This design comes from an exercise in tuning for small area on the open sky130 flow, not from production work. In this exercise RTL edits were held to simulation tests only and were not proved equivalent to the original.

==> inputs of 03-11 <==
Design CC_HIT_DATA_FIFO, start of the top module:
module CC_HIT_DATA_FIFO
(
    input   wire                clk,
    input   wire                rst_n,
    output  wire                full_o,
    output  wire                afull_o,
    input   wire                wren_i,
    input   wire    [517:0]     wdata_i,
    output  wire                empty_o,
    output  wire                aempty_o,
    input   wire                rden_i,
    output  wire    [517:0]     rdata_o
);
==> module CC_FIFO, before the edit <==
module CC_FIFO #(
    parameter       FIFO_DEPTH          = 16,
    parameter       DATA_WIDTH          = 32,
    parameter       AFULL_THRESHOLD     = 16,
    parameter       AEMPTY_THRESHOLD    = 0
)
(
    input   wire                        clk,
    input   wire                        rst_n,
    output  wire                        full_o,
    output  wire                        afull_o,
    input   wire                        wren_i,
    input   wire    [DATA_WIDTH-1:0]    wdata_i,
    output  wire                        empty_o,
    output  wire                        aempty_o,
    input   wire                        rden_i,
    output  wire    [DATA_WIDTH-1:0]    rdata_o
);
    localparam  DEPTH_LG2               = $clog2(FIFO_DEPTH);
    reg     [DATA_WIDTH-1:0]            data[FIFO_DEPTH];
    reg     [DEPTH_LG2-1:0]             wrptr;
    reg     [FIFO_DEPTH-1:0]            rdsel;       
    reg     [DEPTH_LG2:0]               counter;
    wire                                full    = (counter == FIFO_DEPTH);
    wire                                empty   = (counter == 0);
    wire                                push    = wren_i & ~full;
    wire                                pop     = rden_i & ~empty;
    always_ff @(posedge clk)
        if (!rst_n) begin
            wrptr                       <= {DEPTH_LG2{1'b0}};
            rdsel                       <= {{(FIFO_DEPTH-1){1'b0}}, 1'b1};
            counter                     <= {(DEPTH_LG2+1){1'b0}};
        end
        else begin
            if (push)
                wrptr                   <= wrptr + 'd1;
            if (pop)
                rdsel                   <= {rdsel[FIFO_DEPTH-2:0], rdsel[FIFO_DEPTH-1]};
            counter                     <= counter + push - pop;
        end
    always_ff @(posedge clk)
        for (int i=0; i<FIFO_DEPTH; i++)
            if (push & (wrptr == i))
                data[i]                 <= wdata_i;
    reg     [DATA_WIDTH-1:0]            rdata;
    always_comb begin
        rdata                           = {DATA_WIDTH{1'b0}};
        for (int i=0; i<FIFO_DEPTH; i++)
            rdata                       = rdata | (data[i] & {DATA_WIDTH{rdsel[i]}});
    end
    assign  full_o                      = full;
    assign  afull_o                     = (counter >= AFULL_THRESHOLD);
    assign  empty_o                     = empty;
    assign  aempty_o                    = (counter <= AEMPTY_THRESHOLD);
    assign  rdata_o                     = rdata;
endmodule
==> flow/config.mk <==
export PLATFORM = sky130hd
export DESIGN_NAME = CC_HIT_DATA_FIFO
export DESIGN_NICKNAME = CC_HIT_DATA_FIFO
export VERILOG_FILES = /design/flow/design.v
export SDC_FILE = /design/flow/constraint.sdc
export NUM_CORES = 4
export LEC_CHECK = 0
export CAP_MARGIN = 20
export CORE_MARGIN = 2
export CORE_UTILIZATION = 35
export SLEW_MARGIN = 20
export SYNTH_MEMORY_MAX_BITS = 16384
==> flow/constraint.sdc <==
create_clock -name core_clock -period 5.0 [get_ports {clk}]
set_input_delay 1.0000 -clock core_clock [delete_from_list [all_inputs] [get_ports {clk}]]
set_output_delay 1.0000 -clock core_clock [all_outputs]
set_load 0.01 [all_outputs]
run.sh (not shown) runs the stock make flow with config.mk's settings and CLKGATE_MAP_FILE= SYNTH_SCRIPT=/design/flow/synth_recipe.tcl, a recipe that flattens the netlist after the stock synthesis.
==> inputs of 02-06, as changes to 03-11 <==
--- a/flow/design.v
+++ b/flow/design.v
@@ -19,4 +19,5 @@
     localparam  DEPTH_LG2               = $clog2(FIFO_DEPTH);
-    reg     [DATA_WIDTH-1:0]            data[FIFO_DEPTH];
-    reg     [DEPTH_LG2-1:0]             wrptr;
+    reg     [FIFO_DEPTH-1:0][DATA_WIDTH-1:0] data;
+    reg     [FIFO_DEPTH-1:0]            wrsel;       
+    reg     [FIFO_DEPTH-1:0]            wrsel_n;     
     reg     [FIFO_DEPTH-1:0]            rdsel;       
@@ -29,3 +30,4 @@
         if (!rst_n) begin
-            wrptr                       <= {DEPTH_LG2{1'b0}};
+            wrsel                       <= {{(FIFO_DEPTH-1){1'b0}}, 1'b1};
+            wrsel_n                     <= {{(FIFO_DEPTH-1){1'b1}}, 1'b0};
             rdsel                       <= {{(FIFO_DEPTH-1){1'b0}}, 1'b1};
@@ -34,4 +36,6 @@
         else begin
-            if (push)
-                wrptr                   <= wrptr + 'd1;
+            if (push) begin
+                wrsel                   <= {wrsel[FIFO_DEPTH-2:0], wrsel[FIFO_DEPTH-1]};
+                wrsel_n                 <= {wrsel_n[FIFO_DEPTH-2:0], wrsel_n[FIFO_DEPTH-1]};
+            end
             if (pop)
@@ -40,6 +44,8 @@
         end
+    wire    [FIFO_DEPTH-1:0]            load    = {FIFO_DEPTH{push}} & wrsel;
+    wire    [FIFO_DEPTH-1:0]            hold    = {FIFO_DEPTH{~push}} | wrsel_n;
     always_ff @(posedge clk)
         for (int i=0; i<FIFO_DEPTH; i++)
-            if (push & (wrptr == i))
-                data[i]                 <= wdata_i;
+            data[i]                     <= (data[i] & {DATA_WIDTH{hold[i]}})
+                                         | (wdata_i & {DATA_WIDTH{load[i]}});
     reg     [DATA_WIDTH-1:0]            rdata;
==> flow/flow/run.sh (new file) <==
#!/bin/bash
# The standard layout, with
# - the read multiplexer of the standard synthesis remapped to a222oi cells
#   (flow/patch_mux.py; registers and everything else untouched);
# - the port buffers made of the smallest buffer (sky130_fd_sc_hd__buf_1)
#   instead of the one buffer_ports picks by default;
# - clock tree synthesis without dummy loads, with clkbuf_8 sink clusters.
set -euo pipefail
R=orfs/results/sky130hd/CC_HIT_DATA_FIFO/base
CTS="-sink_clustering_enable -repair_clock_nets -dont_use_dummy_load"
CTS="$CTS -sink_clustering_size 16 -sink_clustering_max_diameter 60"
CTS="$CTS -buf_list {sky130_fd_sc_hd__clkbuf_8}"
KNOBS=(BUFFER_PORTS_ARGS="-buffer_cell sky130_fd_sc_hd__buf_1" CTS_ARGS="$CTS")

bash standard.sh "${KNOBS[@]}" synth > flow_synth.log 2>&1
cp $R/1_2_yosys.v $R/1_2_yosys_standard.v
python3 flow/patch_mux.py $R/1_2_yosys_standard.v $R/1_2_yosys.v > flow_patch.log 2>&1
rm -f $R/1_synth.odb $R/1_synth.sdc
bash standard.sh "${KNOBS[@]}" finish > flow_finish.log 2>&1
==> flow/flow/patch_mux.py (new file) <==
#!/usr/bin/env python3
"""Remap the read multiplexer of the synthesized netlist.

ABC maps each 8-input AND-OR of the read side to four a22oi_1 and a nand4_1
(36.3 um2). Its mapper never uses the 6-input a222oi_1, so this script
rewrites every such group as two a222oi_1, one a22oi_1 and a nand3_1
(32.5 um2), the same function. Usage: patch_mux.py IN.v OUT.v
"""
import re
import sys
from collections import defaultdict

src = open(sys.argv[1]).read()

inst_re = re.compile(r"^  (sky130_fd_sc_hd__\w+) (\S+) \((.*?)\n  \);\n", re.S | re.M)
pin_re = re.compile(r"\.(\w+)\(([^()]*)\)")

insts = []
for m in inst_re.finditer(src):
    pins = dict((p, n) for p, n in pin_re.findall(m.group(3)))
    insts.append((m.start(), m.end(), m.group(1), m.group(2), pins))

OUT = {"Y", "X", "Q", "Q_N", "HI", "LO", "COUT", "SUM"}
driver = {}
loads = defaultdict(int)
for i, (_, _, cell, name, pins) in enumerate(insts):
    for p, n in pins.items():
        if p in OUT:
            driver[n.strip()] = i
        else:
            loads[n.strip()] += 1
# nets used by assign statements or ports count as loads too
for n in re.findall(r"assign\s+[^=]+=\s*([^;]+);", src):
    loads[n.strip()] += 1

replace = {}  # index -> new text ('' to drop)
dead_nets = set()
count = 0
for i, (_, _, cell, name, pins) in enumerate(insts):
    if cell != "sky130_fd_sc_hd__nand4_1":
        continue
    ins = [pins[p] for p in "ABCD"]
    srcs = [driver.get(n.strip()) for n in ins]
    if any(s is None for s in srcs) or len(set(srcs)) != 4:
        continue
    if any(insts[s][2] != "sky130_fd_sc_hd__a22oi_1" for s in srcs):
        continue
    if any(loads[n.strip()] != 1 for n in ins) or any(s in replace for s in srcs):
        continue
    pairs = []
    for s in srcs:
        p = insts[s][4]
        pairs += [(p["A1"], p["A2"]), (p["B1"], p["B2"])]
    n1, n2, n3, n4 = ins
    t = "  sky130_fd_sc_hd__a222oi_1 %s (\n" % insts[srcs[0]][3]
    t += "    .A1(%s),\n    .A2(%s),\n    .B1(%s),\n    .B2(%s),\n    .C1(%s),\n    .C2(%s),\n    .Y(%s)\n  );\n" % (
        pairs[0] + pairs[1] + pairs[2] + (n1,))
    replace[srcs[0]] = t
    t = "  sky130_fd_sc_hd__a222oi_1 %s (\n" % insts[srcs[1]][3]
    t += "    .A1(%s),\n    .A2(%s),\n    .B1(%s),\n    .B2(%s),\n    .C1(%s),\n    .C2(%s),\n    .Y(%s)\n  );\n" % (
        pairs[3] + pairs[4] + pairs[5] + (n2,))
    replace[srcs[1]] = t
    t = "  sky130_fd_sc_hd__a22oi_1 %s (\n" % insts[srcs[2]][3]
    t += "    .A1(%s),\n    .A2(%s),\n    .B1(%s),\n    .B2(%s),\n    .Y(%s)\n  );\n" % (pairs[6] + pairs[7] + (n3,))
    replace[srcs[2]] = t
    replace[srcs[3]] = ""
    t = "  sky130_fd_sc_hd__nand3_1 %s (\n" % name
    t += "    .A(%s),\n    .B(%s),\n    .C(%s),\n    .Y(%s)\n  );\n" % (n1, n2, n3, pins["Y"])
    replace[i] = t
    dead_nets.add(n4.strip())
    count += 1

out = []
pos = 0
for i, (s, e, _, _, _) in enumerate(insts):
    if i in replace:
        out.append(src[pos:s])
        out.append(replace[i])
        pos = e
out.append(src[pos:])
text = "".join(out)
for n in dead_nets:
    text = re.sub(r"^  wire %s;\n" % re.escape(n), "", text, count=1, flags=re.M)
open(sys.argv[2], "w").write(text)
print("patch_mux: remapped %d read multiplexer groups" % count)
==> flow/standard.sh (new file) <==
#!/bin/bash
# synth_recipe.tcl (not shown) runs the flow's synth.tcl, then flattens the netlist and writes it again
# the make line also repeats each setting of config.mk as NAME=value (left out here)
make -C /OpenROAD-flow-scripts/flow DESIGN_CONFIG=/design/flow/config.mk WORK_HOME=/design/flow/orfs CLKGATE_MAP_FILE= SYNTH_SCRIPT=/design/flow/synth_recipe.tcl "${@:-finish}"
--- a/flow/config.mk
+++ b/flow/config.mk
@@ -9,3 +9,7 @@
 export CORE_MARGIN = 2
-export CORE_UTILIZATION = 35
+export CORE_UTILIZATION = 70
+export CTS_BUF_LIST = sky130_fd_sc_hd__clkbuf_8
+export CTS_CLUSTER_DIAMETER = 60
+export CTS_CLUSTER_SIZE = 16
+export PLACE_DENSITY = 0.8
 export SLEW_MARGIN = 20
removed: flow/run.sh
==> inputs of 09-07, as changes to 03-11 <==
--- a/flow/design.v
+++ b/flow/design.v
@@ -19,4 +19,5 @@
     localparam  DEPTH_LG2               = $clog2(FIFO_DEPTH);
-    reg     [DATA_WIDTH-1:0]            data[FIFO_DEPTH];
-    reg     [DEPTH_LG2-1:0]             wrptr;
+    reg     [FIFO_DEPTH-1:0][DATA_WIDTH-1:0] data;
+    reg     [FIFO_DEPTH-1:0]            wrsel;       
+    reg     [FIFO_DEPTH-1:0]            wrsel_n;     
     reg     [FIFO_DEPTH-1:0]            rdsel;       
@@ -29,3 +30,4 @@
         if (!rst_n) begin
-            wrptr                       <= {DEPTH_LG2{1'b0}};
+            wrsel                       <= {{(FIFO_DEPTH-1){1'b0}}, 1'b1};
+            wrsel_n                     <= {{(FIFO_DEPTH-1){1'b1}}, 1'b0};
             rdsel                       <= {{(FIFO_DEPTH-1){1'b0}}, 1'b1};
@@ -34,4 +36,6 @@
         else begin
-            if (push)
-                wrptr                   <= wrptr + 'd1;
+            if (push) begin
+                wrsel                   <= {wrsel[FIFO_DEPTH-2:0], wrsel[FIFO_DEPTH-1]};
+                wrsel_n                 <= {wrsel_n[FIFO_DEPTH-2:0], wrsel_n[FIFO_DEPTH-1]};
+            end
             if (pop)
@@ -40,6 +44,8 @@
         end
+    wire    [FIFO_DEPTH-1:0]            load    = {FIFO_DEPTH{push}} & wrsel;
+    wire    [FIFO_DEPTH-1:0]            hold    = {FIFO_DEPTH{~push}} | wrsel_n;
     always_ff @(posedge clk)
         for (int i=0; i<FIFO_DEPTH; i++)
-            if (push & (wrptr == i))
-                data[i]                 <= wdata_i;
+            data[i]                     <= (data[i] & {DATA_WIDTH{hold[i]}})
+                                         | (wdata_i & {DATA_WIDTH{load[i]}});
     reg     [DATA_WIDTH-1:0]            rdata;
==> flow/flow/run.sh (new file) <==
#!/bin/bash
# The standard layout, with the port buffers made of the smallest buffer
# (sky130_fd_sc_hd__buf_1) instead of the one buffer_ports picks by default.
set -euo pipefail
bash standard.sh BUFFER_PORTS_ARGS="-buffer_cell sky130_fd_sc_hd__buf_1" finish > standard_flow.log 2>&1
==> flow/standard.sh (new file) <==
#!/bin/bash
# synth_recipe.tcl (not shown) runs the flow's synth.tcl, then flattens the netlist and writes it again
# the make line also repeats each setting of config.mk as NAME=value (left out here)
make -C /OpenROAD-flow-scripts/flow DESIGN_CONFIG=/design/flow/config.mk WORK_HOME=/design/flow/orfs CLKGATE_MAP_FILE= SYNTH_SCRIPT=/design/flow/synth_recipe.tcl "${@:-finish}"
removed: flow/run.sh
==> flow_metrics.py <==
metrics = {
    "layout": {
        "final_nets": 12600,
        "seq_share_pct": 54.6,
        "clock_buffers": 312,
        "syn2layout_area_growth_pct": 5.19,
    },
    "floorplanning": {
        "fp.dieArea_um2": 212000,
    },
    "power_and_ir_drop": {
        "p_sw_mw": 27.4,
    },
    "clock_network": {
        "cts-root-buf": "clkbuf_8",
    },
    "outcome": {
        "status": "timing/DRC/antenna clean",
    },
    "timing": {
        "hold-worst-slack_ps": 258,
    },
    "global_route": {
        "gr-usage-met2_pct": 67.2,
        "globalRouteMet1Util_pct": 57.3,
    },
}
# the run above: 02-06

==> flow_metrics.py <==
metrics = {
    "detailed_routing": {
        "met3WireLength_um": 33400,
    },
    "clock_network": {
        "cts-root-buf": "clkbuf_16",
        "numCtsBuffers": 416,
    },
    "layout": {
        "final_common_cell": "edfxtp_1",
    },
    "timing": {
        "hold-worst-slack_ps": 511,
    },
    "synthesis": {
        "synth_edf_count": 4144,
    },
    "global_route": {
        "gr-usage-met2_pct": 31.9,
        "globalRouteMet1Util_pct": 26.2,
    },
    "power_and_ir_drop": {
        "p_sw_mw": 22.4,
    },
    "floorplanning": {
        "fp.dieArea_um2": 422000,
    },
    "outcome": {
        "status": "timing/DRC/antenna clean",
    },
}
# the run above: 03-11

==> flow_metrics.py <==
metrics = {
    "layout": {
        "seq_share_pct": 49.0,
        "final_nets": 13400,
        "clock_buffers": 610,
        "syn2layout_area_growth_pct": 15.6,
    },
    "timing": {
        "worst_pin_slew_ps": 1080,
        "hold-worst-slack_ps": 381,
    },
    "outcome": {
        "status": "timing/DRC/antenna clean",
    },
    "worst_setup_path": {
        "startpoint": "u_hit_data_fifo.rdsel[1]",
        "end_kind": "output port",
    },
    "power_and_ir_drop": {
        "p_sw_mw": 31.4,
    },
    "clock_network": {
        "cts-root-buf": "clkbuf_16",
    },
}
# the run above: 09-07

-- re-timing with driven ports --
Ports are ideal in the flow. The routed layouts listed here were re-timed in OpenROAD. Step 1 sets driving cells, clkbuf_16 on the clock port and buf_2 on the other inputs (assumed; they add their load-dependent delay and slew). Step 2 moves the port delays by t, midway between the first and last clock arrival at a register: inputs arrive t later, outputs are due t later. That takes back most of the time a late clock gives input paths. Slacks: ideal ports / drivers / drivers and shift; pairs: ideal ports / drivers.
run | shift t [ns] | slack for setup (ns) | worst setup path after step 2 | pins driven straight from the clock port
03-11 | 1.059 | 0.393 / 0.282 / 1.190 | input to register | 1
02-06 | 1.185 | 0.380 / 0.285 / 1.011 | input to register | 1
09-07 | 1.055 | 0.604 / 0.497 / 1.021 | input to register | 1
After both steps every run listed still meets setup and hold.
